This is an optimization exercise on Yosys and OpenROAD, whose aim is small area, not a production implementation.
Function was checked by simulation only, so behaviour that the tests miss may differ from the original.

==> flow/design.v, too long to show whole: its modules and the start of the top module <==
// module cordic_pipeline: 1615 lines
// module cordic_fa: 4 lines
module cordic_pipeline(
    input  wire         clk,
    input  wire         rst,
    input  wire         valid_in,
    input  wire  signed [15:0] x_in,
    input  wire  signed [15:0] y_in,
    output reg   signed [15:0] magnitude,
    output reg          valid
);
  // ...
==> flow/run.sh <==
#!/bin/bash
# synth_recipe.tcl (not shown) runs the flow's synth.tcl, then flattens the netlist and writes it again
# the make line also repeats each setting of config.mk as NAME=value (left out here)
make -C /OpenROAD-flow-scripts/flow DESIGN_CONFIG=/design/flow/config.mk WORK_HOME=/design/flow/orfs CLKGATE_MAP_FILE= SYNTH_SCRIPT=/design/flow/synth_recipe.tcl finish
==> flow/config.mk <==
export PLATFORM = sky130hd
export DESIGN_NAME = cordic_pipeline
export DESIGN_NICKNAME = cordic_pipeline
export VERILOG_FILES = /design/flow/design.v
export SDC_FILE = /design/flow/constraint.sdc
export NUM_CORES = 4
export LEC_CHECK = 0
export CAP_MARGIN = 20
export CORE_MARGIN = 2
export CORE_UTILIZATION = 60
export CTS_BUF_LIST = sky130_fd_sc_hd__clkbuf_8
export CTS_CLUSTER_DIAMETER = 60
export CTS_CLUSTER_SIZE = 20
export PLACE_DENSITY = 0.7
export SLEW_MARGIN = 20
export SYNTH_HIERARCHICAL = 1
export SYNTH_MINIMUM_KEEP_SIZE = 0
==> flow/constraint.sdc <==
create_clock -name core_clock -period 5.0 [get_ports {clk}]
set_input_delay 1.0000 -clock core_clock [delete_from_list [all_inputs] [get_ports {clk}]]
set_output_delay 1.0000 -clock core_clock [all_outputs]
set_load 0.01 [all_outputs]
==> results.txt, run 1 <==
The run finished with no timing, DRC or antenna violations. The average instance in the mapped netlist occupies 11.8 sq um. In this run the number of cells on the critical path is 16. For this run, the leading register cell type out of synthesis is sky130_fd_sc_hd__dfxtp_1. Of all flip-flops after synthesis, the portion carrying an async set or reset was 0%.

On the final layout, the worst clock skew is 0.0251 ns. At the pin with the least slew margin, the transition time is 1.00 ns. The max-slew violation count is 0, and the worst slew margin relative to its limit is 32.9%. Setup repair after global routing could not meet its margin everywhere. After Yosys synthesis, full adders, half adders and majority gates account for 28.5% of the synthesized area.

Of all nets on the critical path, the largest fanout is 5. The signed area change from the synthesized netlist to the final layout is 12.0%. Dividing the detail-routed wire length by the instance count gives 14.7 um. Setup slack closes at 0.0890 ns. The met1 track demand over resource in global routing is 21.7%, and the synthesized-area fraction occupied by xor and xnor cells is 17.2%. The number of clock sinks is 429, and the share of the cycle needed by the critical path after routing is 98.2%. The layer flagged by global routing as most heavily used is met2. During placement, the flow inserted port buffers numbering 51. In the routed design, unresolved DRC markers number 0. On the worst path, the slowest cell contributes a delay of 0.38 ns. Measured against the total synthesized area, the mux share comes to 0.687%. The routed layout has 12300 vias.
==> inputs of run 2 (changes only) <==
==> flow/flow/run.sh (new file) <==
#!/bin/bash
set -euo pipefail
CTS="-sink_clustering_enable -repair_clock_nets -dont_use_dummy_load"
CTS="$CTS -buf_list sky130_fd_sc_hd__clkbuf_8 -sink_clustering_size 20 -sink_clustering_max_diameter 60"
bash standard.sh "CTS_ARGS=$CTS" finish > flow_make.log 2>&1
==> flow/standard.sh (new file) <==
#!/bin/bash
# synth_recipe.tcl (not shown) runs the flow's synth.tcl, then flattens the netlist and writes it again
# the make line also repeats each setting of config.mk as NAME=value (left out here)
make -C /OpenROAD-flow-scripts/flow DESIGN_CONFIG=/design/flow/config.mk WORK_HOME=/design/flow/orfs CLKGATE_MAP_FILE= SYNTH_SCRIPT=/design/flow/synth_recipe.tcl "${@:-finish}"
removed: flow/run.sh
==> run 2 against run 1 <==
Largest cell class unchanged. Cell count down 1.0%. Area after synthesis unchanged. Setup slack got worse by 0.0082 ns. Maximum frequency down 0.17%. Routed wire length is 0.59% lower.
==> results.txt, run 2 <==
The depth of the worst register-to-register path came out at 16 (unchanged). Most frequent standard cell in the layout excluding fill and tap cells: sky130_fd_sc_hd__dfxtp_1 (unchanged). Top post-synthesis cells by area: sky130_fd_sc_hd__dfxtp_1 (39%), sky130_fd_sc_hd__fa_1 (18%), sky130_fd_sc_hd__ha_1 (10%), sky130_fd_sc_hd__xnor2_1 (8.2%), sky130_fd_sc_hd__xor2_1 (8.0%) (unchanged). For the number of global-route vias before repair, the log shows 13000 (was 13100).

The remaining design rule violation count was 0 (unchanged). The start-to-end type of the worst setup path is register to output pin (unchanged). The number of clock sinks is 429 (unchanged), and the vertical extent of the die is 196 um (unchanged). The first-pass detailed-route iteration total is 5 (was 4), and the horizontal die dimension is 196 um (unchanged). The final instance area was 0.0245 sq mm (was 0.0247 sq mm). Setup repair after global routing could not meet its margin everywhere.

The routed length per placed instance works out to 14.8 um (was 14.7 um). The share of the cycle needed by the critical path after routing was 98.4% (was 98.2%); the cell count after synthesis was 1864 (unchanged). The mean number of vias per cell was 5.01 (was 4.99); the fraction of final layout cells sized beyond drive strength 1 was 10.5% (was 11.3%). Number of buffers created by CTS: 34 (unchanged).

Most frequently used cell type in the post-synthesis netlist: sky130_fd_sc_hd__dfxtp_1 (unchanged). Commonest non-fill, non-tap cells in the layout: sky130_fd_sc_hd__dfxtp_1 (419), sky130_fd_sc_hd__xnor2_1 (205), sky130_fd_sc_hd__xor2_1 (200) (was sky130_fd_sc_hd__dfxtp_1 (420), sky130_fd_sc_hd__xnor2_1 (204), sky130_fd_sc_hd__xor2_1 (200)). The synthesis warning total is 7 (unchanged). The class of the tightest hold or removal check was register to register (unchanged). The placed cell area is 0.0234 sq mm (unchanged), and the net count after synthesis is 2280 (unchanged). The post-synthesis area per instance works out to 11.8 sq um (unchanged). For the number of DRC markers in iteration 0, the log shows 336 (was 351). The cell count of the worst hold path is 1 (unchanged), and the worst slack at placement is -0.128 ns (unchanged).

The tools report the core area as 0.0364 sq mm (unchanged). The placed cell count was 2393 (unchanged); the worst slew margin relative to its limit was 32.9% (about the same). The remaining global-route overflow is 0 (unchanged). TritonCTS built the clock tree. The max-cap check violation count is 0 (unchanged), and the site row count is 70 (unchanged).

The flow ran to the end and the layout has no timing, DRC or antenna violations. The count of input and output buffers works out to 51 (unchanged). The area share of the largest cell type after synthesis is 38.9% (unchanged). The slew at the pin closest to its max-slew limit works out to 1.00 ns (about the same).

The max-slew violation count came out at 0 (unchanged). For the wire length after detailed routing, the log shows 36100 um (was 36400 um). The number of enable flip-flop cells after synthesis was 0 (unchanged); the achievable frequency was 203 MHz (was 204 MHz). For the clock skew after layout, the log shows 0.0640 ns (was 0.0251 ns). The summed instance area of the synthesized netlist came out at 0.0220 sq mm (unchanged). The tools report the final-report setup violation count as 0 (unchanged). The run gives 38.9% (unchanged) as the sequential share of the synthesized area.

The largest fanout on the critical path was 5 (unchanged); the share of async-settable or async-resettable flops after synthesis was 0% (unchanged). The tools report the insertion delay of the later-clocked pin in the worst-skew pair as 0.56 ns (was 0.57 ns). The clock slew seen by the registers of the worst setup and hold paths was 0.09 ns (was 0.10 ns). The final RePlAce weighted congestion is 0.837 (unchanged), and the post-route antenna net violation count is 0 (unchanged).

The worst setup margin came out at 0.0808 ns (was 0.0890 ns). The number of antenna violations at the first check in global routing was 0 (unchanged); the final antenna diode count was 0 (unchanged). The number of unique standard cell types used by synthesis came out at 59 (unchanged).

The final count of hold timing violations is 0 (unchanged). Ranking of synthesized cells by instance count: sky130_fd_sc_hd__dfxtp_1 (429), sky130_fd_sc_hd__xnor2_1 (206), sky130_fd_sc_hd__fa_1 (203) (unchanged). The tools report the endpoint arrival time on the critical path as 3.92 ns (was 3.91 ns). Die footprint: 0.0383 sq mm (unchanged). Critical path's slowest cell: sky130_fd_sc_hd__dfxtp_4 (unchanged). The starting utilization of the core area is 60.5% (unchanged). The pin count of the biggest net entering global routing came out at 21 (unchanged). The buffer levels on the longest clock path is 3 (unchanged), and the flip-flop and latch count after synthesis is 429 (unchanged).

The tools report the CTS root buffer as sky130_fd_sc_hd__clkbuf_8 (unchanged). Cells along the critical path: buf_6, ha_4, a21o_1, a21oi_2, nor2b_1, o21ai_1, nand2b_1, a221o_1, fa_2, xnor3_1, nand2_1, o2111a_2, and4b_4, nand4_1, nor2_2, xnor2_2, buf_2 (was buf_6, ha_1, a21oi_2, nor2b_1, o21ai_1, nand2b_1, a221o_1, fa_2, xnor3_1, nand2_1, o2111a_2, and4b_4, nand4_1, nor2_2, xnor2_2, buf_2). The data required time at the worst endpoint was 4.00 ns (about the same).

Startpoint kind of the worst setup timing path: a register (unchanged). The maximum level of the CTS H-tree was 2 (unchanged). The largest area contributor in the netlist was sky130_fd_sc_hd__dfxtp_1 (unchanged). The time the worst path needs with I/O delays and setup is 4.92 ns (was 4.91 ns), and the estimated wirelength of the detail-placed design is 28600 um (unchanged). The count of nets after finishing was 2393 (was 2394); the filler cell count in the final layout was 2810 (was 2775).

Endpoint kind of the worst setup timing path: an output pin (unchanged). The delay of the slowest cell on the worst path works out to 0.37 ns (was 0.38 ns). The end-of-flow core utilization is 67.1% (was 67.8%).

The signed area change from the synthesized netlist to the final layout was 10.9% (was 12.0%). Wire length of the first global-routing pass: 59900 um (was 60300 um). The number of vias after detailed routing is 12200 (was 12300). The count of non-filler cells in the finished layout is 2443 (was 2468), and the overall routing resource usage is 19.1% (was 19.3%).

The most instantiated flip-flop cell in the synthesis netlist is sky130_fd_sc_hd__dfxtp_1 (unchanged). For the number of ports placed on the die boundary, the log shows 52 (unchanged). Number of hold buffers added after CTS: 0 (unchanged).
run 2: cell counts after synthesis:
Identical to the previous run, type by type.
run 2: area by class of cell:
class | count | area, sq um | area share (%)
repair buffers | 104 | 1220 | 5.00
clock buffers | 34 | 468 | 1.91
multi-input cells | 1237 | 12900 | 52.9
well taps | 468 | 586 | 2.39
inverters | 171 | 642 | 2.62
flip-flops and latches | 429 | 8600 | 35.2
run 2: Yosys stat by module, one instance, submodules excluded:
| module | cells inside | area [sq um] | times used |
|---|---|---|---|
| cordic_pipeline | 1699 | 18700 | 1 |
| cordic_fa | 1 | 20.0 | 165 |
run 2: cell families (layout without fill, tap and decap cells):
kind of cell | after synthesis | in the layout | synth area share, %
and+or+nand+nor | 273 | 273 | 6.08
AOI/OAI and AO/OA | 147 | 147 | 4.89
buffers and inverters | 198 | 309 | 3.67
adders and majority gates | 381 | 381 | 28.5
xor gates and xnor gates | 421 | 421 | 17.2
DFF | 429 | 429 | 38.9
muxes | 15 | 15 | 0.687
run 2: worst max-delay path, delay by kind of cell, from the launching register on:
kind / cells / cell delay, ns
buffers and inverters: 2 / 0.29
AO/OA/AOI/OAI: 5 / 1.08
adder cells (fa/ha/maj): 2 / 0.50
AND/OR/NAND/NOR: 6 / 0.84
XOR/XNOR: 2 / 0.31
flip-flops: 1 / 0.37
run 2: path summary, 6_finish.rpt:
check / end / slack [ns] / from
min reg2reg: vp[8] / 0.40 / vp[7]
min: vp[8] / 0.40 / vp[7]
max: magnitude[14] / 0.08 / rx12[15]
max reg2reg: rx1[15] / 0.18 / ru0[1]
run 2: layer usage:
layer  track usage [%]  vias to the layer above  share of wire, %
met1              21.7                     5911                41
met5                 0                        -                 0
met4              4.38                        0               1.8
li1                  -                     6172                 -
met3              2.56                       43               2.3
met2              37.7                      109                55
run 2: metrics by stage:
step / hold slack (ns) / TNS [ns]
finish: 0.401 / 0
global route: 0.409 / -0.443
CTS: 0.399 / 0
detailed placement: 0.425 / -0.795
global placement: 0.422 / -0.00301
floorplan: 0.414 / 0
run 2: repair_timing:
| item | in CTS | in global routing |
|---|---|---|
| setup buffers | 1 | 3 |
| pin swaps | 8 | 36 |
| cloned | 0 | 12 |
| endpoints found under the setup margin | 18 | 123 |
| gates resized for setup | 31 | 71 |
==> inputs of run 3 (changes only) <==
==> flow/flow/run.sh (replaced) <==
#!/bin/bash
set -euo pipefail
CTS="-sink_clustering_enable -repair_clock_nets -dont_use_dummy_load"
CTS="$CTS -buf_list sky130_fd_sc_hd__clkbuf_8 -sink_clustering_size 20 -sink_clustering_max_diameter 60"
bash standard.sh "CTS_ARGS=$CTS" "BUFFER_PORTS_ARGS=-buffer_cell sky130_fd_sc_hd__buf_1" finish > flow_make.log 2>&1
--- a/flow/config.mk
+++ b/flow/config.mk
@@ -9,3 +9,3 @@
 export CORE_MARGIN = 2
-export CORE_UTILIZATION = 60
+export CORE_UTILIZATION = 72
 export CTS_BUF_LIST = sky130_fd_sc_hd__clkbuf_8
@@ -13,3 +13,3 @@
 export CTS_CLUSTER_SIZE = 20
-export PLACE_DENSITY = 0.7
+export PLACE_DENSITY = 0.82
 export SLEW_MARGIN = 20
==> run 3 against run 2 <==
Flip-flop and latch count unchanged. Highest routed layer unchanged. Sequential share of layout area up 0.66 points. Clock-buffer cell count down 5. Critical path type unchanged. Synthesized cell count unchanged. Register-to-register slack worse by 0.07 ns. Clock skew down 0.022 ns. Via count up 2.1%.
==> results.txt, run 3 <==
The time the worst path needs with I/O delays and setup was 4.92 ns (about the same); the number of antenna violations at the first check in global routing was 0 (unchanged). The slew at the pin closest to its max-slew limit is 1.13 ns (was 1.00 ns). The logs give 4.00 ns (about the same) for the data required time at the worst endpoint and 38400 um (was 36100 um) for the wire length after detailed routing. The run gives 3 (unchanged) as the buffer levels on the longest clock path. The most instantiated flip-flop cell in the synthesis netlist is sky130_fd_sc_hd__dfxtp_1 (unchanged). Critical register-to-register path endpoint: ru4[6] (was rx1[15]). The wire length of the first global-routing pass came out at 61700 um (was 59900 um).

The final instance area was 0.0240 sq mm (was 0.0245 sq mm); the sequential share of the synthesized area was 38.9% (unchanged). Top post-synthesis cells by area: sky130_fd_sc_hd__dfxtp_1 (39%), sky130_fd_sc_hd__fa_1 (18%), sky130_fd_sc_hd__ha_1 (10%), sky130_fd_sc_hd__xnor2_1 (8.2%), sky130_fd_sc_hd__xor2_1 (8.0%) (unchanged). The fraction of final layout cells sized beyond drive strength 1 was 10.7% (was 10.5%); the number of global-route vias before repair was 13300 (was 13000).

Startpoint kind of the worst setup timing path: a register (unchanged). The max-cap check violation count is 0 (unchanged), and the placed cell area is 0.0229 sq mm (was 0.0234 sq mm). Start-to-end type of the worst setup path: register to output pin (unchanged). The class of the tightest hold or removal check was register to register (unchanged). The summed instance area of the synthesized netlist is 0.0220 sq mm (unchanged), and the endpoint arrival time on the critical path is 3.92 ns (about the same).

For the count of nets after finishing, the log shows 2384 (was 2393). The clock slew seen by the registers of the worst setup and hold paths is 0.11 ns (was 0.09 ns), and the horizontal die dimension is 179 um (was 196 um). Flip-flop and latch count after synthesis: 429 (unchanged). The tools report the estimated wirelength of the detail-placed design as 29600 um (was 28600 um). The number of DRC markers in iteration 0 was 452 (was 336); the core area was 0.0303 sq mm (was 0.0364 sq mm). The number of clock sinks was 429 (unchanged); the final count of hold timing violations was 0 (unchanged).

The worst slew margin relative to its limit came out at 24.3% (was 32.9%). The tools report the endpoint kind of the worst setup timing path as an output pin (unchanged). The count of input and output buffers works out to 51 (unchanged).

The tools report the CTS root buffer as sky130_fd_sc_hd__clkbuf_8 (unchanged). Number of ports placed on the die boundary: 52 (unchanged). The most frequently used cell type in the post-synthesis netlist was sky130_fd_sc_hd__dfxtp_1 (unchanged). The number of vias after detailed routing was 12500 (was 12200). For the remaining design rule violation count, the log shows 0 (unchanged). Commonest non-fill, non-tap cells in the layout: sky130_fd_sc_hd__dfxtp_1 (418), sky130_fd_sc_hd__xnor2_1 (204), sky130_fd_sc_hd__xor2_1 (199) (was sky130_fd_sc_hd__dfxtp_1 (419), sky130_fd_sc_hd__xnor2_1 (205), sky130_fd_sc_hd__xor2_1 (200)). The startpoint of the most critical hold path is vp[9] (was vp[7]).

Depth of the worst register-to-register path: 16 (unchanged). The area share of the largest cell type after synthesis came out at 38.9% (unchanged). The final-report setup violation count is 0 (unchanged). The mean number of vias per cell works out to 5.29 (was 5.01). The tools report the start of the worst register-to-register path as rx3[4] (was ru0[1]).

The post-route antenna net violation count was 0 (unchanged); the starting utilization of the core area was 72.7% (was 60.5%). For the final RePlAce weighted congestion, the log shows 0.846 (was 0.837). The largest area contributor in the netlist is sky130_fd_sc_hd__dfxtp_1 (unchanged). Post-synthesis area per instance: 11.8 sq um (unchanged).

The share of async-settable or async-resettable flops after synthesis was 0% (unchanged). The pin count of the biggest net entering global routing is 21 (unchanged). The synthesis warning total is 7 (unchanged).

The overall routing resource usage was 24.1% (was 19.1%). The run gives 4 (was 5) as the first-pass detailed-route iteration total. The maximum level of the CTS H-tree was 1 (was 2); the clock skew after layout was 0.0417 ns (was 0.0640 ns).

Number of hold buffers added after CTS: 0 (unchanged). The register-to-register setup slack is 0.11 ns (was 0.18 ns). The cell count of the worst hold path is 1 (unchanged). The logs give 0 (unchanged) for the final antenna diode count and 0 (unchanged) for the remaining global-route overflow. The routed length per placed instance was 16.3 um (was 14.8 um). Setup repair after global routing could not meet its margin everywhere. For the number of unique standard cell types used by synthesis, the log shows 59 (unchanged).

The run finished with no timing, DRC or antenna violations. The net count after synthesis was 2280 (unchanged). The largest fanout on the critical path was 8 (was 5). TritonCTS built the clock tree.

The max-slew violation count was 0 (unchanged); the vertical extent of the die was 179 um (was 196 um). The tools report the achievable frequency as 203 MHz (about the same). The most frequent standard cell in the layout excluding fill and tap cells was sky130_fd_sc_hd__dfxtp_1 (unchanged).

The number of enable flip-flop cells after synthesis was 0 (unchanged). Ranking of synthesized cells by instance count: sky130_fd_sc_hd__dfxtp_1 (429), sky130_fd_sc_hd__xnor2_1 (206), sky130_fd_sc_hd__fa_1 (203) (unchanged). Worst hold path endpoint: vp[10] (was vp[8]). The cell count after synthesis was 1864 (unchanged). The die footprint is 0.0320 sq mm (was 0.0383 sq mm), and the signed area change from the synthesized netlist to the final layout is 8.93% (was 10.9%).

The site row count was 64 (was 70); the insertion delay of the later-clocked pin in the worst-skew pair was 0.61 ns (was 0.56 ns). The number of buffers created by CTS is 29 (was 34). The share of the cycle needed by the critical path after routing is 98.4% (about the same). For the end-of-flow core utilization, the log shows 79.1% (was 67.1%).
==> run 3: per-layer routing <==
metal  track usage (%)  up-vias  routed length (um)
met5                 0        -                   0
met4              6.64        0                 973
met3              2.57       60                 977
met2              46.7      147               21300
met1              27.9     6134               15200
li1                  -     6155                   -
==> run 3: area by class of cell <==
type / instances / area, sq um
multi-input cells: 1237 / 12900
clock buffers: 29 / 399
fillers: 1828 / 6330
inverters: 171 / 642
repair buffers: 100 / 950
well taps: 396 / 495
flip-flops and latches: 429 / 8610
==> run 3: worst max path at each step <==
stage / startpoint / endpoint / depth (start not counted)
detailed placement: ru0[1] / rx1[15] / 16
floorplan: y_in[15] / ru0[5] / 15
finish: rx12[15] / magnitude[13] / 15
global route: rx12[14] / magnitude[15] / 17
CTS: rx12[14] / magnitude[14] / 17
global placement: ru0[1] / rx1[15] / 16
==> run 3: worst max-delay path, stage by stage (launching register included) <==
cell	delay, ns
sky130_fd_sc_hd__dfxtp_4	0.39
sky130_fd_sc_hd__buf_12	0.14
sky130_fd_sc_hd__buf_4	0.16
sky130_fd_sc_hd__ha_1	0.31
sky130_fd_sc_hd__o211ai_1	0.11
sky130_fd_sc_hd__nor2_1	0.08
sky130_fd_sc_hd__a221o_1	0.38
sky130_fd_sc_hd__fa_2	0.37
sky130_fd_sc_hd__xnor3_1	0.20
sky130_fd_sc_hd__nand2_2	0.10
sky130_fd_sc_hd__o2111a_2	0.23
sky130_fd_sc_hd__and4b_4	0.27
sky130_fd_sc_hd__nand4_1	0.16
sky130_fd_sc_hd__buf_4	0.18
sky130_fd_sc_hd__xor2_1	0.12
sky130_fd_sc_hd__buf_2	0.15
==> run 3: stage by stage <==
stage	instances	hold slack (ns)	worst slack (ns)	TNS [ns]
finish	2362	0.450	0.0822	0
global route	2362	0.461	-0.139	-0.745
floorplan	1864	0.414	0.0253	0
global placement	2314	0.421	-0.00162	-0.00162
detailed placement	2314	0.425	-0.104	-0.193
CTS	2346	0.454	0.000557	0
==> run 3: logic make-up after synthesis <==
logic type	share of synthesized area (%)
XOR/XNOR	17.2
buffers and inverters	3.67
AND/OR/NAND/NOR	6.08
adder cells (fa/ha/maj)	28.5
AO/OA/AOI/OAI	4.89
multiplexers	0.687
flip-flops	38.9
==> run 3: modules after synthesis (local to each module, per instance) <==
module	copies in the design	area (sq um)
cordic_pipeline	1	18700
cordic_fa	165	20.0
==> run 3: what timing repair did <==
action                     CTS  global route
setup endpoints to repair   14           167
resized for setup           17            80
cloned                       0            12
buffers inserted             3             4
pin swaps                   11            33
==> inputs of run 4 (changes only) <==
--- a/flow/config.mk
+++ b/flow/config.mk
@@ -9,3 +9,3 @@
 export CORE_MARGIN = 2
-export CORE_UTILIZATION = 72
+export CORE_UTILIZATION = 60
 export CTS_BUF_LIST = sky130_fd_sc_hd__clkbuf_8
@@ -13,3 +13,3 @@
 export CTS_CLUSTER_SIZE = 20
-export PLACE_DENSITY = 0.82
+export PLACE_DENSITY = 0.7
 export SLEW_MARGIN = 20
==> run 4 against run 3 <==
Register-to-register slack better by 0.06 ns. Hold slack worse by 0.048 ns. Die area up 20%. Non-clock buffer count is 1 higher. Sequential share of layout area is 0.17 points lower. Cell count up 3.3%. Core utilization fell by 13 points. Synthesized cell count is the same. Clock skew up 0.017 ns. Critical path type unchanged.
==> results.txt, run 4 <==
For the clock skew after layout, the log shows 0.0584 ns (was 0.0417 ns). The area share of the largest cell type after synthesis is 38.9% (unchanged). The start-to-end type of the worst setup path was register to output pin (unchanged). The simple-gate area share of the yosys netlist was 6.08% (unchanged). The largest area contributor in the netlist is sky130_fd_sc_hd__dfxtp_1 (unchanged).

The logs give 0 (unchanged) for the final-report setup violation count and 3.92 ns (about the same) for the endpoint arrival time on the critical path. The synthesis warning total came out at 7 (unchanged). The filler cell count in the final layout is 2828 (was 1828), and the end-of-flow core utilization is 66.2% (was 79.1%). Share of the cycle needed by the critical path after routing: 98.3% (was 98.4%). The routed length per placed instance was 14.9 um (was 16.3 um); the number of hold buffers added after CTS was 0 (unchanged). The number of vias after detailed routing is 12400 (was 12500), and the max-cap check violation count is 0 (unchanged). The fraction of final layout cells sized beyond drive strength 1 was 10.6% (was 10.7%). The run gives 0 (unchanged) as the number of antenna violations at the first check in global routing. The max-slew violation count is 0 (unchanged).

The starting utilization of the core area is 60.5% (was 72.7%). The die footprint was 0.0383 sq mm (was 0.0320 sq mm); the multiplexer fraction of the synthesized cell area was 0.687% (unchanged). The clock slew seen by the registers of the worst setup and hold paths is 0.08 ns (was 0.11 ns), and the first-pass detailed-route iteration total is 4 (unchanged). The run gives 0.833 (was 0.846) as the final RePlAce weighted congestion. The tools report the data required time at the worst endpoint as 4.00 ns (about the same). Flip-flop and latch count after synthesis: 429 (unchanged). The run gives 70 (was 64) as the site row count. Vertical extent of the die: 196 um (was 179 um). The summed instance area of the synthesized netlist is 0.0220 sq mm (unchanged).

Commonest non-fill, non-tap cells in the layout: sky130_fd_sc_hd__dfxtp_1 (423), sky130_fd_sc_hd__xnor2_1 (203), sky130_fd_sc_hd__xor2_1 (202) (was sky130_fd_sc_hd__dfxtp_1 (418), sky130_fd_sc_hd__xnor2_1 (204), sky130_fd_sc_hd__xor2_1 (199)). The run finished with no timing, DRC or antenna violations. For the cell count after synthesis, the log shows 1864 (unchanged). The logs give 0 (unchanged) for the final antenna diode count and 2390 (was 2384) for the count of nets after finishing. Ranking of synthesized cells by instance count: sky130_fd_sc_hd__dfxtp_1 (429), sky130_fd_sc_hd__xnor2_1 (206), sky130_fd_sc_hd__fa_1 (203) (unchanged). For the number of ports placed on the die boundary, the log shows 52 (unchanged). The count of input and output buffers came out at 51 (unchanged). The overall routing resource usage came out at 19.4% (was 24.1%).

Top post-synthesis cells by area: sky130_fd_sc_hd__dfxtp_1 (39%), sky130_fd_sc_hd__fa_1 (18%), sky130_fd_sc_hd__ha_1 (10%), sky130_fd_sc_hd__xnor2_1 (8.2%), sky130_fd_sc_hd__xor2_1 (8.0%) (unchanged). The largest fanout on the critical path is 7 (was 8), and the number of enable flip-flop cells after synthesis is 0 (unchanged). Net count after synthesis: 2280 (unchanged). For the insertion delay of the later-clocked pin in the worst-skew pair, the log shows 0.57 ns (was 0.61 ns). The logs give 28800 um (was 29600 um) for the estimated wirelength of the detail-placed design and 0 (unchanged) for the remaining global-route overflow. Most frequent standard cell in the layout excluding fill and tap cells: sky130_fd_sc_hd__dfxtp_1 (unchanged). CTS root buffer: sky130_fd_sc_hd__clkbuf_8 (unchanged). The number of clock sinks is 429 (unchanged), and the wire length of the first global-routing pass is 60900 um (was 61700 um). The tools report the startpoint kind of the worst setup timing path as a register (unchanged). TritonCTS built the clock tree. Setup repair after global routing could not meet its margin everywhere. The most frequently used cell type in the post-synthesis netlist is sky130_fd_sc_hd__dfxtp_1 (unchanged). Endpoint kind of the worst setup timing path: an output pin (unchanged). The wire length after detailed routing was 36300 um (was 38400 um). The placed cell area came out at 0.0230 sq mm (was 0.0229 sq mm). Class of the tightest hold or removal check: register to register (unchanged). The horizontal die dimension was 196 um (was 179 um). The number of buffers created by CTS is 34 (was 29), and the buffer levels on the longest clock path is 3 (unchanged). Share of async-settable or async-resettable flops after synthesis: 0% (unchanged). Dominant combinational cell family by area after synthesis: adder cells (unchanged). The tools report the met3 layer usage reported by global route as 2.63% (was 2.57%). The slew at the pin closest to its max-slew limit was 1.07 ns (was 1.13 ns).

Global routing's busiest layer: met2 (unchanged). The number of DRC markers in iteration 0 was 379 (was 452). The run gives 2 (was 1) as the maximum level of the CTS H-tree. The core area was 0.0364 sq mm (was 0.0303 sq mm); the post-synthesis area per instance was 11.8 sq um (unchanged). The sequential share of the synthesized area was 38.9% (unchanged); the adder-cell share of the synthesized area was 28.5% (unchanged).

The tools report the final count of hold timing violations as 0 (unchanged). Most instantiated flip-flop cell in the synthesis netlist: sky130_fd_sc_hd__dfxtp_1 (unchanged). The compound-gate portion of the synthesized area works out to 4.89% (unchanged). Mean number of vias per cell: 5.07 (was 5.29). The signed area change from the synthesized netlist to the final layout is 9.35% (was 8.93%), and the final instance area is 0.0241 sq mm (was 0.0240 sq mm). The tools report the met1 track demand over resource in global routing as 22.6% (was 27.9%). The pin count of the biggest net entering global routing is 21 (unchanged), and the final sum of negative setup slack is 0 ns (unchanged). The number of global-route vias before repair was 13300 (about the same); the achievable frequency was 203 MHz (about the same).

The synthesized-area fraction occupied by xor and xnor cells came out at 17.2% (unchanged). The number of unique standard cell types used by synthesis is 59 (unchanged), and the remaining design rule violation count is 0 (unchanged). The post-route antenna net violation count is 0 (unchanged).

The global-route met2 utilization is 37.4% (was 46.7%), and the worst slew margin relative to its limit is 28.4% (was 24.3%). The time the worst path needs with I/O delays and setup is 4.92 ns (about the same).
==> run 4: repair_timing <==
item,CTS,global route
endpoints found under the hold margin,0,0
pin swaps,10,35
setup endpoints to repair,13,137
gates cloned,0,10
setup buffers,4,5
resized for setup,18,62
==> run 4: logic make-up (layout without fill, tap and decap cells) <==
logic type | after synthesis | after routing
flops | 429 | 429
xor+xnor | 421 | 421
fa+ha+maj | 381 | 381
simple gates | 273 | 273
buf+inv | 198 | 306
compound gates | 147 | 147
mux | 15 | 15
==> run 4: path summary, 6_finish.rpt <==
kind / start / to / slack [ns] / cells past startpoint
worst min-delay path: vp[6] / vp[7] / 0.40 / 1
worst max-delay path: rx12[15] / magnitude[14] / 0.08 / 15
worst min register to register: vp[6] / vp[7] / 0.40 / 1
worst max register to register: ru0[1] / rx1[15] / 0.17 / 16
==> run 4: routing by layer <==
| layer | wire length, um | part of all wire [%] | up-vias |
|---|---|---|---|
| met1 | 15000 | 41 | 6066 |
| li1 | - | - | 6151 |
| met4 | 813 | 2.2 | 0 |
| met3 | 1010 | 2.8 | 49 |
| met5 | 0 | 0 | - |
| met2 | 19500 | 54 | 116 |
==> run 4: worst max-delay path, cell delays in order (launching register included) <==
cell and delay, ns:
sky130_fd_sc_hd__dfxtp_4 0.38, sky130_fd_sc_hd__buf_12 0.14, sky130_fd_sc_hd__buf_4 0.17, sky130_fd_sc_hd__ha_1 0.28, sky130_fd_sc_hd__o211ai_1 0.18, sky130_fd_sc_hd__nor2_1 0.10
sky130_fd_sc_hd__a221o_1 0.37, sky130_fd_sc_hd__fa_2 0.34, sky130_fd_sc_hd__xnor3_1 0.18, sky130_fd_sc_hd__nand2_1 0.08, sky130_fd_sc_hd__o2111a_2 0.24, sky130_fd_sc_hd__and4b_4 0.28
sky130_fd_sc_hd__nand4_1 0.17, sky130_fd_sc_hd__nor2_2 0.17, sky130_fd_sc_hd__xnor2_2 0.14, sky130_fd_sc_hd__buf_2 0.16
==> run 4: area by class of cell <==
cell class,count,area (sq um),area share (%)
Multi-Input combinational cell,1237,12900,53.5
Timing Repair Buffer,101,911,3.78
Tap cell,468,586,2.43
Sequential cell,429,8600,35.7
Inverter,171,642,2.66
Clock buffer,34,468,1.94
==> run 4: stage by stage <==
step	hold WS [ns]	setup slack [ns]	cells
after floorplan	0.414	0.0253	1864
after global placement	0.418	0.0328	2387
after detailed placement	0.426	0.00267	2387
after CTS	0.401	0.00656	2425
after global routing	0.407	-0.121	2440
final	0.402	0.0845	2440
==> run 4: per-module statistics from Yosys (local to each module, per instance) <==
module	cells	area (sq um)
cordic_fa	1	20.0
cordic_pipeline	1699	18700
==> inputs of run 5 (changes only) <==
--- a/flow/config.mk
+++ b/flow/config.mk
@@ -7,3 +7,3 @@
 export LEC_CHECK = 0
-export CAP_MARGIN = 20
+export CAP_MARGIN = 5
 export CORE_MARGIN = 2
@@ -14,3 +14,3 @@
 export PLACE_DENSITY = 0.7
-export SLEW_MARGIN = 20
+export SLEW_MARGIN = 5
 export SYNTH_HIERARCHICAL = 1
==> run 5 against run 4 <==
Final area hardly changed. Synthesized cell count is the same. Still clean. Area after synthesis did not move. Global-route usage stayed put. Via count about the same. Setup slack worse by 0.0021 ns. Highest routed layer unchanged. Clock skew hardly changed. Sequential share of layout area about the same. Critical endpoint unchanged. Core utilization is essentially flat. Clock-buffer cell count unchanged.
==> results.txt, run 5 <==
The flip-flop and latch count after synthesis came out at 429 (unchanged). The die footprint was 0.0383 sq mm (unchanged); the final count of hold timing violations was 0 (unchanged). The post-synthesis area per instance works out to 11.8 sq um (unchanged). The count of nets after finishing is 2390 (unchanged). The global routing's busiest layer was met2 (unchanged).

The endpoint arrival time on the critical path came out at 3.92 ns (about the same). The pin count of the biggest net entering global routing came out at 21 (unchanged). Startpoint of the most critical hold path: vp[6] (unchanged). The worst slew margin relative to its limit is 22.5% (was 28.4%).

The mean number of vias per cell came out at 5.07 (about the same). For the maximum level of the CTS H-tree, the log shows 2 (unchanged). The most frequently used cell type in the post-synthesis netlist is sky130_fd_sc_hd__dfxtp_1 (unchanged). For the number of clock sinks, the log shows 429 (unchanged). The vertical extent of the die is 196 um (unchanged), and the number of buffers created by CTS is 34 (unchanged). The tools report the critical register-to-register path endpoint as rx1[15] (unchanged). The global-route met2 utilization is 37.4% (unchanged), and the fraction of final layout cells sized beyond drive strength 1 is 10.5% (was 10.6%).

The endpoint kind of the worst setup timing path is an output pin (unchanged). The summed instance area of the synthesized netlist was 0.0220 sq mm (unchanged); the number of antenna violations at the first check in global routing was 0 (unchanged). The time the worst path needs with I/O delays and setup is 4.92 ns (about the same), and the remaining design rule violation count is 0 (unchanged). Start-to-end type of the worst setup path: register to output pin (unchanged). The family with the most delay on the worst path was simple AND/OR/NAND/NOR gates (unchanged). The cell count of the worst hold path works out to 1 (unchanged). Commonest non-fill, non-tap cells in the layout: sky130_fd_sc_hd__dfxtp_1 (423), sky130_fd_sc_hd__xnor2_1 (204), sky130_fd_sc_hd__xor2_1 (202) (was sky130_fd_sc_hd__dfxtp_1 (423), sky130_fd_sc_hd__xnor2_1 (203), sky130_fd_sc_hd__xor2_1 (202)). The tools report the core area as 0.0364 sq mm (unchanged).

Class of the tightest hold or removal check: register to register (unchanged). Final-report setup violation count: 0 (unchanged). The sum of buffers and inverters on the critical path was 3 (unchanged). The run gives 38.9% (unchanged) as the sequential share of the synthesized area. For the met3 layer usage reported by global route, the log shows 2.63% (unchanged). The critical path's slowest cell is sky130_fd_sc_hd__dfxtp_4 (unchanged). The placed cell count is 2387 (unchanged). The startpoint kind of the worst setup timing path was a register (unchanged).

The wire length of the first global-routing pass came out at 60900 um (unchanged). The routed length per placed instance was 14.9 um (about the same); the final RePlAce weighted congestion was 0.833 (unchanged). The wire length after detailed routing was 36300 um (about the same); the max-cap check violation count was 0 (unchanged). Most frequent standard cell in the layout excluding fill and tap cells: sky130_fd_sc_hd__dfxtp_1 (unchanged). Cells along the critical path: buf_12, buf_4, ha_1, o211ai_1, nor2_1, a221o_1, fa_2, xnor3_1, nand2_1, o2111a_2, and4b_4, nand4_1, nor2_2, xnor2_2, buf_2 (unchanged). For the buffer levels on the longest clock path, the log shows 3 (unchanged). The slew at the pin closest to its max-slew limit is 1.15 ns (was 1.07 ns). The run gives 7 (unchanged) as the synthesis warning total. The starting utilization of the core area came out at 60.5% (unchanged). The achievable frequency came out at 203 MHz (about the same). The remaining global-route overflow was 0 (unchanged); the horizontal die dimension was 196 um (unchanged). The delay of the slowest cell on the worst path was 0.38 ns (about the same).

The tools report the first-pass detailed-route iteration total as 4 (unchanged). The cell count after synthesis is 1864 (unchanged). The run gives 4.00 ns (about the same) as the data required time at the worst endpoint. Setup repair after global routing could not meet its margin everywhere. The final instance area was 0.0241 sq mm (about the same); the count of non-filler cells in the finished layout was 2440 (unchanged). The overall routing resource usage is 19.4% (unchanged). The area share of the largest cell type after synthesis came out at 38.9% (unchanged). Ranking of synthesized cells by instance count: sky130_fd_sc_hd__dfxtp_1 (429), sky130_fd_sc_hd__xnor2_1 (206), sky130_fd_sc_hd__fa_1 (203) (unchanged). The largest fanout on the critical path is 7 (unchanged), and the final sum of negative setup slack is 0 ns (unchanged). The most instantiated flip-flop cell in the synthesis netlist is sky130_fd_sc_hd__dfxtp_1 (unchanged). The final antenna diode count came out at 0 (unchanged).

For the register-to-register setup slack, the log shows 0.17 ns (about the same). The number of enable flip-flop cells after synthesis was 0 (unchanged); the number of hold buffers added after CTS was 0 (unchanged). The tools report the CTS root buffer as sky130_fd_sc_hd__clkbuf_8 (unchanged). Worst hold slack across all endpoints: 0.402 ns (unchanged). The depth of the worst register-to-register path was 16 (unchanged).

The share of the cycle needed by the critical path after routing works out to 98.4% (was 98.3%). The clock slew seen by the registers of the worst setup and hold paths is 0.08 ns (about the same), and the max-slew violation count is 0 (unchanged). The count of input and output buffers came out at 51 (unchanged). Largest area contributor in the netlist: sky130_fd_sc_hd__dfxtp_1 (unchanged). TritonCTS built the clock tree. Placed cell area: 0.0230 sq mm (unchanged). The number of global-route vias before repair is 13300 (unchanged), and the estimated wirelength of the detail-placed design is 28800 um (unchanged). The net count after synthesis was 2280 (unchanged).

For the number of vias after detailed routing, the log shows 12400 (about the same). The run gives 384 (was 379) as the number of DRC markers in iteration 0. The signed area change from the synthesized netlist to the final layout works out to 9.32% (was 9.35%).

Met1 track demand over resource in global routing: 22.6% (unchanged). The start of the worst register-to-register path is ru0[1] (unchanged).

Number of ports placed on the die boundary: 52 (unchanged). The flow ran to the end and the layout has no timing, DRC or antenna violations. The site row count was 70 (unchanged). The share of async-settable or async-resettable flops after synthesis is 0% (unchanged). Top post-synthesis cells by area: sky130_fd_sc_hd__dfxtp_1 (39%), sky130_fd_sc_hd__fa_1 (18%), sky130_fd_sc_hd__ha_1 (10%), sky130_fd_sc_hd__xnor2_1 (8.2%), sky130_fd_sc_hd__xor2_1 (8.0%) (unchanged). The post-route antenna net violation count was 0 (unchanged).

The logs give 0.57 ns (about the same) for the insertion delay of the later-clocked pin in the worst-skew pair and 59 (unchanged) for the number of unique standard cell types used by synthesis. The worst hold path endpoint is vp[7] (unchanged). The run gives 66.2% (about the same) as the end-of-flow core utilization. The tools report the clock skew after layout as 0.0584 ns (about the same).
run 5: changes by cell type in the layout (fill, tap and decap cells not counted):
cell and change:
sky130_fd_sc_hd__xnor2_1 +1, sky130_fd_sc_hd__xnor2_2 -1
run 5: cells by family after synthesis:
group	Yosys count	share of synthesized area (%)
simple gates	273	6.08
buf+inv	198	3.67
fa+ha+maj	381	28.5
xor+xnor	421	17.2
mux	15	0.687
flops	429	38.9
compound gates	147	4.89
run 5: worst max-delay path by stage:
stage / start / end / slack (ns) / cells past startpoint
floorplan: y_in[15] / ru0[5] / 0.03 / 15
global placement: ru0[1] / rx1[15] / 0.03 / 16
detailed placement: ru0[1] / rx1[15] / 0.003 / 16
CTS: ru12[1] / magnitude[14] / 0.007 / 17
global route: rx12[15] / magnitude[15] / -0.12 / 17
finish: rx12[15] / magnitude[14] / 0.08 / 15
run 5: area by class of cell:
class,instances,area [sq um]
fill,2830,12300
tap,468,586
timing repair buffer,101,911
clock buffer,34,468
sequential,429,8600
multi-input combinational,1237,12900
inverter,171,642
run 5: what timing repair did:
item / CTS / global route
endpoints found under the setup margin: 13 / 137
gates resized for setup: 18 / 62
gates cloned: 0 / 10
pin swaps: 10 / 35
buffers inserted: 4 / 5
run 5: per-layer routing:
metal / vias up / share of wire, %
met2: 112 / 54
met4: 0 / 2.3
li1: 6151 / -
met1: 6064 / 41
met3: 47 / 2.8
met5: - / 0
run 5: metrics by stage:
step                worst slack [ns]
finish                        0.0823
global route                  -0.121
CTS                          0.00656
detailed placement           0.00267
global placement              0.0328
floorplan                     0.0253
run 5: Yosys stat by module, one instance, submodules excluded:
| module | cells inside | area (sq um) |
|---|---|---|
| cordic_pipeline | 1699 | 18700 |
| cordic_fa | 1 | 20.0 |
==> inputs of run 6 (changes only) <==
==> flow/flow/run.sh (replaced) <==
#!/bin/bash
set -euo pipefail
CTS="-sink_clustering_enable -repair_clock_nets -dont_use_dummy_load"
CTS="$CTS -buf_list {sky130_fd_sc_hd__clkbuf_4 sky130_fd_sc_hd__clkbuf_8} -sink_clustering_size 16 -sink_clustering_max_diameter 50"
bash standard.sh "CTS_ARGS=$CTS" "BUFFER_PORTS_ARGS=-buffer_cell sky130_fd_sc_hd__buf_1" finish > flow_make.log 2>&1
--- a/flow/config.mk
+++ b/flow/config.mk
@@ -7,3 +7,3 @@
 export LEC_CHECK = 0
-export CAP_MARGIN = 5
+export CAP_MARGIN = 20
 export CORE_MARGIN = 2
@@ -14,3 +14,3 @@
 export PLACE_DENSITY = 0.7
-export SLEW_MARGIN = 5
+export SLEW_MARGIN = 20
 export SYNTH_HIERARCHICAL = 1
==> run 6 against run 5 <==
Maximum frequency about the same. Final area increased by 0.67%. Core utilization is 0.44 points higher. Cell count grew 0.33%. Flip-flop and latch count unchanged. Register-to-register slack hardly changed. Area after synthesis unchanged. Critical path type unchanged. Largest cell class unchanged.
==> results.txt, run 6 <==
Final RePlAce weighted congestion: 0.833 (unchanged). The horizontal die dimension is 196 um (unchanged). The vertical extent of the die was 196 um (unchanged); the insertion delay of the later-clocked pin in the worst-skew pair was 0.62 ns (was 0.57 ns). The estimated wirelength of the detail-placed design was 28800 um (unchanged). The tools report the core area as 0.0364 sq mm (unchanged). The tools report the register-to-register setup slack as 0.17 ns (about the same). Mean number of vias per cell: 5.09 (was 5.07). The slew at the pin closest to its max-slew limit was 1.08 ns (was 1.15 ns); the fraction of final layout cells sized beyond drive strength 1 was 11.1% (was 10.5%). The remaining design rule violation count is 0 (unchanged), and the number of unique standard cell types used by synthesis is 59 (unchanged).

The met1 track demand over resource in global routing was 22.5% (was 22.6%). The tools report the site row count as 70 (unchanged). The startpoint kind of the worst setup timing path is a register (unchanged). The number of buffers created by CTS came out at 42 (was 34). The family with the most delay on the worst path is compound AO/OA/AOI/OAI gates (was simple AND/OR/NAND/NOR gates). Net count after synthesis: 2280 (unchanged). The number of hold buffers added after CTS is 0 (unchanged), and the number of clock sinks is 429 (unchanged). The tools report the count of nets after finishing as 2398 (was 2390).

The tools report the CTS root buffer as sky130_fd_sc_hd__clkbuf_8 (unchanged). Critical path's slowest cell: sky130_fd_sc_hd__dfxtp_4 (unchanged). Top post-synthesis cells by area: sky130_fd_sc_hd__dfxtp_1 (39%), sky130_fd_sc_hd__fa_1 (18%), sky130_fd_sc_hd__ha_1 (10%), sky130_fd_sc_hd__xnor2_1 (8.2%), sky130_fd_sc_hd__xor2_1 (8.0%) (unchanged).

The tools report the count of non-filler cells in the finished layout as 2448 (was 2440). The most frequently used cell type in the post-synthesis netlist was sky130_fd_sc_hd__dfxtp_1 (unchanged). The share of the cycle needed by the critical path after routing is 98.3% (was 98.4%).

The number of antenna violations at the first check in global routing was 0 (unchanged). Ranking of synthesized cells by instance count: sky130_fd_sc_hd__dfxtp_1 (429), sky130_fd_sc_hd__xnor2_1 (206), sky130_fd_sc_hd__fa_1 (203) (unchanged).

The buffer levels on the longest clock path is 3 (unchanged). The flip-flop and latch count after synthesis is 429 (unchanged), and the overall routing resource usage is 19.7% (was 19.4%). The clock slew seen by the registers of the worst setup and hold paths is 0.08 ns (about the same), and the number of enable flip-flop cells after synthesis is 0 (unchanged).

For the die footprint, the log shows 0.0383 sq mm (unchanged). Last element of the critical path: magnitude[14] (unchanged). The final count of hold timing violations is 0 (unchanged). The max-slew violation count was 0 (unchanged). Sum of buffers and inverters on the critical path: 2 (was 3). The global routing's busiest layer is met2 (unchanged).

The startpoint of the most critical hold path is vp[6] (unchanged). For the wire length after detailed routing, the log shows 36500 um (was 36300 um). For the clock skew after layout, the log shows 0.0694 ns (was 0.0584 ns). The data required time at the worst endpoint is 4.00 ns (about the same), and the area share of the largest cell type after synthesis is 38.9% (unchanged). Commonest non-fill, non-tap cells in the layout: sky130_fd_sc_hd__dfxtp_1 (422), sky130_fd_sc_hd__xnor2_1 (203), sky130_fd_sc_hd__xor2_1 (202) (was sky130_fd_sc_hd__dfxtp_1 (423), sky130_fd_sc_hd__xnor2_1 (204), sky130_fd_sc_hd__xor2_1 (202)). The tools report the first-pass detailed-route iteration total as 4 (unchanged). The run gives 203 MHz (about the same) as the achievable frequency.

TritonCTS built the clock tree. The post-synthesis area per instance was 11.8 sq um (unchanged). The depth of the worst register-to-register path works out to 16 (unchanged).

The most frequent standard cell in the layout excluding fill and tap cells was sky130_fd_sc_hd__dfxtp_1 (unchanged). Setup repair after global routing could not meet its margin everywhere. The run gives 38.9% (unchanged) as the sequential share of the synthesized area. The signed area change from the synthesized netlist to the final layout is 10.0% (was 9.32%). The tools report the number of DRC markers in iteration 0 as 379 (was 384). Origin of the worst setup path: rx12[15] (unchanged).

The run gives 3.92 ns (about the same) as the endpoint arrival time on the critical path. The class of the tightest hold or removal check is register to register (unchanged). The logs give 27.6% (was 22.5%) for the worst slew margin relative to its limit and 0.0220 sq mm (unchanged) for the summed instance area of the synthesized netlist. The time the worst path needs with I/O delays and setup is 4.92 ns (about the same), and the met3 layer usage reported by global route is 3.47% (was 2.63%). The start-to-end type of the worst setup path is register to output pin (unchanged).

The wire length of the first global-routing pass is 61400 um (was 60900 um), and the pin count of the biggest net entering global routing is 17 (was 21). Largest area contributor in the netlist: sky130_fd_sc_hd__dfxtp_1 (unchanged). The global-route met2 utilization is 37.6% (was 37.4%). The number of global-route vias before repair was 13400 (was 13300); the max-cap check violation count was 0 (unchanged). The remaining global-route overflow is 0 (unchanged), and the count of input and output buffers is 51 (unchanged).

The final antenna diode count is 0 (unchanged). The synthesis warning total is 7 (unchanged), and the delay of the slowest cell on the worst path is 0.39 ns (was 0.38 ns). Cells along the critical path: buf_8, ha_4, a21o_1, a21oi_2, nor2b_1, o21ai_1, nand2b_1, a221o_1, fa_2, xnor3_1, nand2_1, o2111a_2, and4b_4, nand4_1, nor2_2, xnor2_2, buf_2 (was buf_12, buf_4, ha_1, o211ai_1, nor2_1, a221o_1, fa_2, xnor3_1, nand2_1, o2111a_2, and4b_4, nand4_1, nor2_2, xnor2_2, buf_2). The most instantiated flip-flop cell in the synthesis netlist is sky130_fd_sc_hd__dfxtp_1 (unchanged). The tools report the final-report setup violation count as 0 (unchanged). The tools report the endpoint kind of the worst setup timing path as an output pin (unchanged).

Number of ports placed on the die boundary: 52 (unchanged). Maximum level of the CTS H-tree: 2 (unchanged). The flow ran to the end and the layout has no timing, DRC or antenna violations. The starting utilization of the core area was 60.5% (unchanged); the share of async-settable or async-resettable flops after synthesis was 0% (unchanged). The post-route antenna net violation count is 0 (unchanged), and the cell count after synthesis is 1864 (unchanged). Depth of the critical timing path with buffers and inverters included: 17 (was 15). The largest fanout on the critical path was 8 (was 7). The critical register-to-register path endpoint is ru2[12] (was rx1[15]). Start of the worst register-to-register path: rx1[2] (was ru0[1]). The routed length per placed instance was 14.9 um (about the same); the final sum of negative setup slack was 0 ns (unchanged).

The placed cell count came out at 2387 (unchanged). The number of vias after detailed routing is 12500 (was 12400).
[run 6: changes by cell type in the layout (fill, tap and decap cells not counted), sizes merged]
cell	change
buf	-1
clkbuf	+9
[run 6: stage by stage]
stage	hold WS (ns)	area (sq um)	setup slack, ns	util (%)
2_1_floorplan	0.414	22000	0.0253	-
3_3_place_gp	0.418	23000	0.0328	63.2
3_5_place_dp	0.426	23000	0.00267	63.2
4_1_cts	0.413	23700	0.000213	65.2
5_1_grt	0.421	24300	-0.177	66.6
6_report	0.413	24300	0.0832	66.6
[run 6: cell type report]
| class | instances | area, sq um |
|---|---|---|
| Clock buffer | 42 | 578 |
| Sequential cell | 429 | 8600 |
| Timing Repair Buffer | 101 | 926 |
| Multi-Input combinational cell | 1237 | 12900 |
| Tap cell | 468 | 586 |
| Fill cell | 2797 | 12200 |
| Inverter | 171 | 642 |
[run 6: timing repair]
action / CTS / global route
setup endpoints to repair: 14 / 131
endpoints found under the hold margin: 0 / 0
resized for setup: 21 / 64
pin swaps: 13 / 30
setup buffers: 5 / 3
gates cloned: 0 / 11
[run 6: worst min path at each step]
| stage | to | slack [ns] | cells past startpoint |
|---|---|---|---|
| after global routing | vp[7] | 0.42 | 1 |
| after detailed placement | vp[5] | 0.43 | 1 |
| after floorplan | vp[10] | 0.41 | 1 |
| final | vp[7] | 0.41 | 1 |
| after CTS | vp[7] | 0.41 | 1 |
| after global placement | vp[5] | 0.42 | 1 |
[run 6: kinds of logic after synthesis]
family | count (synthesis) | synth area share, %
multiplexers | 15 | 0.687
AND/OR/NAND/NOR | 273 | 6.08
XOR/XNOR | 421 | 17.2
flip-flops | 429 | 38.9
adder cells (fa/ha/maj) | 381 | 28.5
buffers and inverters | 198 | 3.67
AO/OA/AOI/OAI | 147 | 4.89
[run 6: per-module statistics from Yosys, one instance, submodules excluded]
module           area, sq um  flip-flops and latches  cells inside
cordic_fa               20.0                       0             1
cordic_pipeline        18700                     429          1699
[run 6: routing by layer]
layer / wire, um / vias up / part of all wire (%)
li1: - / 6173 / -
met2: 19700 / 126 / 54
met4: 905 / 0 / 2.5
met5: 0 / - / 0
met1: 14700 / 6112 / 40
met3: 1210 / 57 / 3.3
==> inputs of run 7 (changes only) <==
==> flow/flow/run.sh (replaced) <==
#!/bin/bash
set -euo pipefail
CTS="-sink_clustering_enable -repair_clock_nets -dont_use_dummy_load"
CTS="$CTS -buf_list sky130_fd_sc_hd__clkbuf_16 -sink_clustering_size 28 -sink_clustering_max_diameter 70"
bash standard.sh "CTS_ARGS=$CTS" "BUFFER_PORTS_ARGS=-buffer_cell sky130_fd_sc_hd__buf_1" finish > flow_make.log 2>&1
==> run 7 against run 6 <==
Still clean. Area after synthesis stayed put. Via count is 0.20% lower. Non-clock buffer count stayed put. Flip-flop and latch count stayed put. Critical path type unchanged. Largest cell class unchanged.
==> results.txt, run 7 <==
The length of routed met3 wiring was 973 um (was 1210 um); the number of enable flip-flop cells after synthesis was 0 (unchanged). The signed area change from the synthesized netlist to the final layout was 10.5% (was 10.0%). For the number of ports placed on the die boundary, the log shows 52 (unchanged).

The run gives 4 (unchanged) as the first-pass detailed-route iteration total. The number of clock sinks is 429 (unchanged), and the time the worst path needs with I/O delays and setup is 4.94 ns (was 4.92 ns). Clock slew seen by the registers of the worst setup and hold paths: 0.08 ns (about the same).

The buffer levels on the longest clock path is 3 (unchanged). Commonest non-fill, non-tap cells in the layout: sky130_fd_sc_hd__dfxtp_1 (424), sky130_fd_sc_hd__xnor2_1 (203), sky130_fd_sc_hd__xor2_1 (201) (was sky130_fd_sc_hd__dfxtp_1 (422), sky130_fd_sc_hd__xnor2_1 (203), sky130_fd_sc_hd__xor2_1 (202)). The count of nets after finishing came out at 2385 (was 2398).

The routed wire length on met2 is 19800 um (was 19700 um). Ranking of synthesized cells by instance count: sky130_fd_sc_hd__dfxtp_1 (429), sky130_fd_sc_hd__xnor2_1 (206), sky130_fd_sc_hd__fa_1 (203) (unchanged). Start-to-end type of the worst setup path: register to output pin (unchanged). The number of antenna violations at the first check in global routing is 0 (unchanged), and the cell count after synthesis is 1864 (unchanged). The logs give 0 (unchanged) for the remaining global-route overflow and 0.0676 ns (was 0.0694 ns) for the clock skew after layout. The flow ran to the end and the layout has no timing, DRC or antenna violations. The sum of buffers and inverters on the critical path was 2 (unchanged). The final-report setup violation count is 0 (unchanged). The synthesis warning total is 7 (unchanged). The top layer used by detailed routing is met4 (unchanged). Cells along the critical path: buf_6, ha_4, a21o_1, a21oi_2, nor2b_1, o21ai_1, nand2b_1, a221o_1, fa_2, xnor3_1, nand2_1, o2111a_2, and4b_4, nand4_1, nor2_2, xnor2_2, buf_2 (was buf_8, ha_4, a21o_1, a21oi_2, nor2b_1, o21ai_1, nand2b_1, a221o_1, fa_2, xnor3_1, nand2_1, o2111a_2, and4b_4, nand4_1, nor2_2, xnor2_2, buf_2).

The most frequent standard cell in the layout excluding fill and tap cells was sky130_fd_sc_hd__dfxtp_1 (unchanged). The vertical extent of the die is 196 um (unchanged). Top post-synthesis cells by area: sky130_fd_sc_hd__dfxtp_1 (39%), sky130_fd_sc_hd__fa_1 (18%), sky130_fd_sc_hd__ha_1 (10%), sky130_fd_sc_hd__xnor2_1 (8.2%), sky130_fd_sc_hd__xor2_1 (8.0%) (unchanged). The horizontal die dimension came out at 196 um (unchanged). Wire length of the first global-routing pass: 61300 um (was 61400 um). The share of the cycle needed by the critical path after routing came out at 98.8% (was 98.3%). The startpoint kind of the worst setup timing path is a register (unchanged). Start of the worst register-to-register path: ru3[0] (was rx1[2]). The critical path's slowest cell was sky130_fd_sc_hd__dfxtp_4 (unchanged). Adder-cell share of the synthesized area: 28.5% (unchanged).

The most frequently used cell type in the post-synthesis netlist was sky130_fd_sc_hd__dfxtp_1 (unchanged). The tools report the number of buffers created by CTS as 29 (was 42). The wire length after detailed routing was 36700 um (was 36500 um). The slew at the pin closest to its max-slew limit was 1.07 ns (was 1.08 ns). The compound-gate portion of the synthesized area was 4.89% (unchanged); the register-to-register setup slack was 0.15 ns (was 0.17 ns). The dominant combinational cell family by area after synthesis was adder cells (unchanged). The site row count was 70 (unchanged). Largest fanout on the critical path: 5 (was 8).

The endpoint kind of the worst setup timing path was an output pin (unchanged). The flip-flop and latch count after synthesis came out at 429 (unchanged). The placed cell count is 2387 (unchanged). The fraction of final layout cells sized beyond drive strength 1 works out to 9.86% (was 11.1%). The class of the tightest hold or removal check is register to register (unchanged). The logs give 60.5% (unchanged) for the starting utilization of the core area and 0 (unchanged) for the remaining design rule violation count.

The tools report the achievable frequency as 202 MHz (was 203 MHz). Count of input and output buffers: 51 (unchanged).

TritonCTS built the clock tree. The tools report the insertion delay of the later-clocked pin in the worst-skew pair as 0.60 ns (was 0.62 ns). The max-cap check violation count came out at 0 (unchanged).

The origin of the worst setup path was rx12[15] (unchanged). The delay of the slowest cell on the worst path is 0.37 ns (was 0.39 ns). The run gives 2435 (was 2448) as the count of non-filler cells in the finished layout. The number of unique standard cell types used by synthesis is 59 (unchanged), and the die footprint is 0.0383 sq mm (unchanged).

The run gives 2280 (unchanged) as the net count after synthesis. The depth of the critical timing path with buffers and inverters included was 17 (unchanged). The run gives 347 (was 379) as the number of DRC markers in iteration 0. The area share of the largest cell type after synthesis is 38.9% (unchanged). The maximum level of the CTS H-tree was 1 (was 2).

The tools report the data required time at the worst endpoint as 4.00 ns (about the same). The mean number of vias per cell is 5.11 (was 5.09), and the core area is 0.0364 sq mm (unchanged). The max-slew violation count was 0 (unchanged). Depth of the worst register-to-register path: 16 (unchanged). Endpoint arrival time on the critical path: 3.94 ns (was 3.92 ns).

The share of async-settable or async-resettable flops after synthesis was 0% (unchanged). Setup repair after global routing could not meet its margin everywhere. The critical register-to-register path endpoint is ru4[2] (was ru2[12]). The CTS root buffer was sky130_fd_sc_hd__clkbuf_16 (was sky130_fd_sc_hd__clkbuf_8). The tools report the post-route antenna net violation count as 0 (unchanged). The number of global-route vias before repair is 13400 (about the same). The overall routing resource usage was 19.5% (was 19.7%); the final antenna diode count was 0 (unchanged).

The pin count of the biggest net entering global routing came out at 29 (was 17). The post-synthesis area per instance works out to 11.8 sq um (unchanged). The final count of hold timing violations is 0 (unchanged), and the number of vias after detailed routing is 12400 (was 12500).

The synthesized-area fraction occupied by xor and xnor cells came out at 17.2% (unchanged). Multiplexer fraction of the synthesized cell area: 0.687% (unchanged). The met1 wire length was 15000 um (was 14700 um); the worst slew margin relative to its limit was 28.3% (was 27.6%). The tools report the estimated wirelength of the detail-placed design as 28800 um (unchanged). The most instantiated flip-flop cell in the synthesis netlist is sky130_fd_sc_hd__dfxtp_1 (unchanged). The last element of the critical path is magnitude[14] (unchanged). The tools report the summed instance area of the synthesized netlist as 0.0220 sq mm (unchanged). The family with the most delay on the worst path is compound AO/OA/AOI/OAI gates (unchanged).

The final RePlAce weighted congestion was 0.833 (unchanged). The sequential share of the synthesized area is 38.9% (unchanged). The simple-gate area share of the yosys netlist is 6.08% (unchanged), and the routed length per placed instance is 15.1 um (was 14.9 um). The largest area contributor in the netlist was sky130_fd_sc_hd__dfxtp_1 (unchanged).
[run 7: changes by cell type in the layout (fill, tap and decap cells not counted), sizes merged]
cell / before / now
clkbuf: 53 / 39
buf: 90 / 91
[run 7: worst min-delay path by stage]
stage,from,end,slack [ns],cells after the start
after floorplan,vp[9],vp[10],0.41,1
after global placement,vp[4],vp[5],0.42,1
after detailed placement,vp[4],vp[5],0.43,1
after CTS,vp[4],vp[5],0.44,1
after global routing,vp[6],vp[7],0.45,1
final,vp[4],vp[5],0.43,1
[run 7: through the flow]
step / util [%] / cell area (sq um) / TNS [ns] / hold WS [ns] / setup WS [ns]
6_report: 66.9 / 24400 / 0 / 0.434 / 0.0612
2_1_floorplan: - / 22000 / 0 / 0.414 / 0.0253
5_1_grt: 66.9 / 24400 / -1.16 / 0.451 / -0.177
3_3_place_gp: 63.2 / 23000 / 0 / 0.418 / 0.0328
4_1_cts: 65.5 / 23900 / 0 / 0.437 / 0.00635
3_5_place_dp: 63.2 / 23000 / 0 / 0.426 / 0.00267
[run 7: layout make-up]
| cell class | count | area (sq um) |
|---|---|---|
| inverters | 171 | 642 |
| clock buffers | 29 | 726 |
| flip-flops and latches | 429 | 8600 |
| multi-input cells | 1237 | 12900 |
| repair buffers | 101 | 910 |
| well taps | 468 | 586 |
| fillers | 2766 | 12100 |
[run 7: modules after synthesis, one instance, submodules excluded]
module | cells inside | copies in the design | flops+latches | area [sq um]
cordic_fa | 1 | 165 | 0 | 20.0
cordic_pipeline | 1699 | 1 | 429 | 18700
[run 7: cell families (layout without fill, tap and decap cells)]
logic type      after synthesis  count (layout)
flops                       429             429
xor+xnor                    421             421
fa+ha+maj                   381             381
simple gates                273             273
buf+inv                     198             301
compound gates              147             147
mux                          15              15
[run 7: repair_timing]
item / in CTS / in global routing
hold buffers: 0 / 0
pin swaps: 8 / 30
buffers inserted: 5 / 4
setup endpoints to repair: 10 / 128
cloned: 0 / 10
gates resized for setup: 15 / 57
[run 7: per-layer routing]
metal	up-vias	track usage, %
met5	-	0
met4	0	5.05
met3	51	2.36
met2	120	37.7
met1	6121	22.8
li1	6151	-
[run 7: worst register-to-register path, delay by kind of cell (launching register included)]
family	cells	cell delay, ns
flops	1	0.34
fa+ha+maj	8	2.90
xor+xnor	2	0.39
compound gates	5	0.89
buf+inv	1	0.24

[static timing again, ports no longer ideal]
In the flow no input, the clock included, has a driving cell. The finished layouts below were timed again as built, in two steps.
Step 1: set_driving_cell puts a clkbuf_16 on clk and a buf_2 on each other input, an assumption about the parent block.
Step 2 moves the port delays by t, midway between the first and last clock arrival at a register: inputs arrive t later, outputs are due t later. That takes back most of the time a late clock gives input paths.
Slacks: ideal ports / drivers / drivers and shift; pairs: ideal ports / drivers.
run	t, ns	slack for setup (ns)	worst setup path at the end
run 1	0.605	0.089 / 0.039 / -0.072	input to register
run 2	0.583	0.081 / 0.031 / -0.086	input to register
run 3	0.637	0.082 / 0.034 / 0.045	input to register
run 4	0.589	0.084 / 0.036 / 0.149	input to register
run 5	0.590	0.082 / 0.034 / 0.142	input to register
run 6	0.634	0.083 / 0.034 / 0.162	input to register
run 7	0.615	0.061 / 0.008 / 0.153	register to register
With both steps, setup timing fails in run 1 and run 2, where it was met with ideal ports. For run 2, which loses most, drivers alone change the setup slack by -0.050 ns; drivers and shift together by -0.167 ns.
